Context: an optimization exercise on an open-source flow, tuned for small area and a short achievable clock period. The choices shown serve that exercise and are no tape-out recipe.
RTL that was checked went through simulation tests only; none was proved equivalent to the original.

==> module argus_exec, before the edit <==
module argus_exec(clk, a, b, alu_op, shamt, mult, div,
                  flip_adder16, flip_adder4, flip_shift, flip_mult, flip_div,
                  alu_result, alu_ne, alu_lt, adder_err, sra_err, sll_err,
                  md_result, md_remainder, md_exception, md_err, md_chk_en);
	input clk;
	input [31:0] a, b;
	input [4:0] alu_op, shamt;
	input mult, div;
	input flip_adder16, flip_adder4, flip_shift, flip_mult, flip_div;
	output reg [31:0] alu_result;
	output reg alu_ne, alu_lt, adder_err, sra_err, sll_err;
	output [31:0] md_result;
	output reg [31:0] md_remainder;
	output reg md_exception, md_chk_en;
	output md_err;
	parameter J = 5;     
	wire [31:0] n0;
	wire [15:0] d0;
	abs_val #(32) u_an(.x(a), .y(n0));
	abs_val #(16) u_ad(.x(b[15:0]), .y(d0));
	wire [14:0] r0 [32-J:32];
	assign r0[32] = 15'd0;
	wire [31:32-J] q0;
	genvar i;
	generate for (i = 31; i >= 32 - J; i = i - 1) begin : s1
		div_stage #(.I(i)) st(.rin(r0[i+1]), .n(n0[i]), .D(d0), .rout(r0[i]), .q(q0[i]));
	end endgenerate
	reg [31:0] a_q, b_q;
	reg [4:0] op_q, shamt_q;
	reg mult_q, div_q;
	reg f_add16_q, f_add4_q, f_shift_q, f_mult_q, f_div_q;
	reg [J-1:0] dr_q;         
	reg [31:32-J] dq_q;       
	reg [31-J:0] dn_q;        
	reg [15:0] dd_q;          
	reg dz_q, dsg_q;          
	always @(posedge clk) begin
		a_q <= a;
		b_q <= b;
		op_q <= alu_op;
		shamt_q <= shamt;
		mult_q <= mult;
		div_q <= div;
		f_add16_q <= flip_adder16;
		f_add4_q <= flip_adder4;
		f_shift_q <= flip_shift;
		f_mult_q <= flip_mult;
		f_div_q <= flip_div;
		dr_q <= r0[32-J][J-1:0];
		dq_q <= q0;
		dn_q <= n0[31-J:0];
		dd_q <= d0;
		dz_q <= (b[15:0] == 16'd0);
		dsg_q <= a[31] ^ b[15];
	end
	wire [31:0] alu_res_x;
	wire alu_ne_x, alu_lt_x, adder_err_x, sra_err_x, sll_err_x;
	alu_unit u_alu(.A(a_q), .B(b_q), .op(op_q), .shamt(shamt_q),
	               .f16(f_add16_q), .f4(f_add4_q), .fsh(f_shift_q),
	               .result(alu_res_x), .ne(alu_ne_x), .lt(alu_lt_x),
	               .adder_err(adder_err_x), .sra_err(sra_err_x), .sll_err(sll_err_x));
	wire [31:0] prod;
	wire ovf;
	booth_mult u_mul(.A(a_q), .B(b_q[15:0]), .flip(f_mult_q), .prod(prod), .ovf(ovf));
	wire [14:0] r1 [0:32-J];
	assign r1[32-J] = {{(15-J){1'b0}}, dr_q};
	wire [31-J:0] q1;
	generate for (i = 31 - J; i >= 0; i = i - 1) begin : s2
		div_stage #(.I(i)) st(.rin(r1[i+1]), .n(dn_q[i]), .D(dd_q), .rout(r1[i]), .q(q1[i]));
	end endgenerate
	wire [31:0] nmag = {dr_q, dn_q};
	wire [31:0] qq = dz_q ? {31'h7fffffff, ~nmag[31]} : {dq_q, q1};
	wire [31:0] rem_x = dz_q ? nmag : {17'd0, r1[0]};
	wire monly = mult_q & ~div_q;
	wire donly = div_q & ~mult_q;
	wire [4:0] ra_x, rb_x, rp_x;
	wire [31:0] pre_x = monly ? prod : qq;
	res31 u_ra(.x(a_q), .r(ra_x));
	res31 u_rb(.x({16'd0, b_q[15:0]}), .r(rb_x));
	res31 u_rp(.x({pre_x[31:5], 5'd0}), .r(rp_x));
	wire [5:0] rna = {1'b0, ~ra_x} + 6'd4;
	wire [4:0] rn_x = a_q[31] ? (rna[4:0] + {4'd0, rna[5]}) : ra_x;
	wire neg_x = donly & dsg_q;
	wire [4:0] c_x, m_x;
	residue_pre u_rpre(.rA(ra_x), .rB(rb_x), .rP(rp_x), .monly(monly), .donly(donly),
	                   .div(div_q), .neg(neg_x), .c(c_x), .m(m_x));
	reg [31:0] pre_q;         
	reg zero_q, neg_q, fdb_q, div2_q, pz_q, dz2_q;
	reg [4:0] rb_q, rn_q, c_q, m_q;
	always @(posedge clk) begin
		alu_result <= alu_res_x;
		alu_ne <= alu_ne_x;
		alu_lt <= alu_lt_x;
		adder_err <= adder_err_x;
		sra_err <= sra_err_x;
		sll_err <= sll_err_x;
		pre_q <= pre_x;
		zero_q <= ~(monly | donly);
		neg_q <= neg_x;
		fdb_q <= donly & f_div_q;
		div2_q <= div_q;
		md_remainder <= rem_x;
		md_exception <= (div_q & dz_q) | (mult_q & ovf);
		md_chk_en <= mult_q | div_q;
		rb_q <= rb_x;
		rn_q <= rn_x;
		c_q <= c_x;
		m_q <= m_x;
		pz_q <= ~dz_q & ~(|{dq_q, q1});
		dz2_q <= dz_q;
	end
	wire [31:0] negpre = -pre_q;
	assign md_result = zero_q ? 32'd0 : ((neg_q ? negpre : pre_q) ^ {29'd0, fdb_q, 2'd0});
	wire b2 = neg_q ? (pre_q[2] ^ (pre_q[1] | pre_q[0])) : pre_q[2];
	residue_post u_rpost(.c(c_q), .m(m_q), .pl(pre_q[4:0]), .rB(rb_q),
	                     .k4(neg_q & ~pz_q), .kf(fdb_q), .kneg(b2),
	                     .rem(md_remainder), .rn(rn_q), .dz(dz2_q), .div(div2_q), .err(md_err));
endmodule
clock: 250.0 ns
lec_check: 0
abc_area: 1
cap_margin: 50
core_margin: 2
core_utilization: 40
cts_buf_list: sky130_fd_sc_hd__clkbuf_4 sky130_fd_sc_hd__clkbuf_8 sky130_fd_sc_hd__clkbuf_16
cts_cluster_diameter: 60
cts_cluster_size: 12
slew_margin: 70
run.sh (not shown) runs the stock make flow with config.mk's settings and CLKGATE_MAP_FILE= SYNTH_SCRIPT=/design/flow/synth_recipe.tcl, a recipe that flattens the netlist after the stock synthesis.
==> next run, changes <==
--- a/flow/design.v
+++ b/flow/design.v
@@ -315,14 +315,14 @@
 	wire [31:0] rem_x = dz_q ? nmag : {17'd0, r1[0]};
 	wire monly = mult_q & ~div_q;
 	wire donly = div_q & ~mult_q;
-	wire [4:0] ra_x, rb_x, rp_x;
-	wire [31:0] pre_x = monly ? prod : qq;
+	wire [4:0] ra_x, rb_x, rpr_x, rqh_x, rn_x;
 	res31 u_ra(.x(a_q), .r(ra_x));
 	res31 u_rb(.x({16'd0, b_q[15:0]}), .r(rb_x));
-	res31 u_rp(.x({pre_x[31:5], 5'd0}), .r(rp_x));
-	wire [5:0] rna = {1'b0, ~ra_x} + 6'd4;
-	wire [4:0] rn_x = a_q[31] ? (rna[4:0] + {4'd0, rna[5]}) : ra_x;
+	res31 u_rp(.x({prod[31:5], 5'd0}), .r(rpr_x));
+	res31 u_rq(.x({dq_q, q1[31-J:5], 5'd0}), .r(rqh_x));
+	res31 u_rn(.x(nmag), .r(rn_x));
 	wire neg_x = donly & dsg_q;
+	wire [4:0] rp_x = monly ? rpr_x : (dz_q ? 5'd3 : rqh_x);
 	wire [4:0] c_x, m_x;
 	residue_pre u_rpre(.rA(ra_x), .rB(rb_x), .rP(rp_x), .monly(monly), .donly(donly),
 	                   .div(div_q), .neg(neg_x), .c(c_x), .m(m_x));
@@ -336,7 +336,7 @@
 		adder_err <= adder_err_x;
 		sra_err <= sra_err_x;
 		sll_err <= sll_err_x;
-		pre_q <= pre_x;
+		pre_q <= monly ? prod : qq;
 		zero_q <= ~(monly | donly);
 		neg_q <= neg_x;
 		fdb_q <= donly & f_div_q;
After rerunning: The new run completed with no timing, DRC or antenna violations; via count goes up by 3.9%; cell count goes up by 2.6%; final area goes up by 3.6%; global-route usage goes up by 0.51 points; first-iteration DRC count goes up by 15%.
No functional check of the RTL was part of the second run of this note.

-- afterwards: timing with drivers on the ports --
How much do the figures lean on ideal ports? The routed layouts below were timed once more, with nothing changed but the port constraints.
Step 1, drivers: a clkbuf_16 drives clk and a buf_2 each remaining input, both assumed.
Step 2 times the ports against the registers' clock, not the clock port: input delays grow and output delays shrink by t, the midpoint of the rising clock arrivals with the driver on.
Slacks: ideal / step 1 / step 2; pairs: ideal / step 1.
| run | t, ns | setup slack, ns | worst register clock-pin slew, ns | worst slew at a driven data input, ns |
|---|---|---|---|---|
| the first run | 0.647 | 191.543 / 191.590 / 190.943 | 0.06 / 0.06 | 0.22 |
| the second run | 0.686 | 192.391 / 192.445 / 191.759 | 0.06 / 0.06 | 0.20 |
After both steps every run listed still meets setup and hold. For the second run, which loses most, drivers alone change the setup slack by +0.054 ns; drivers and shift together by -0.632 ns.
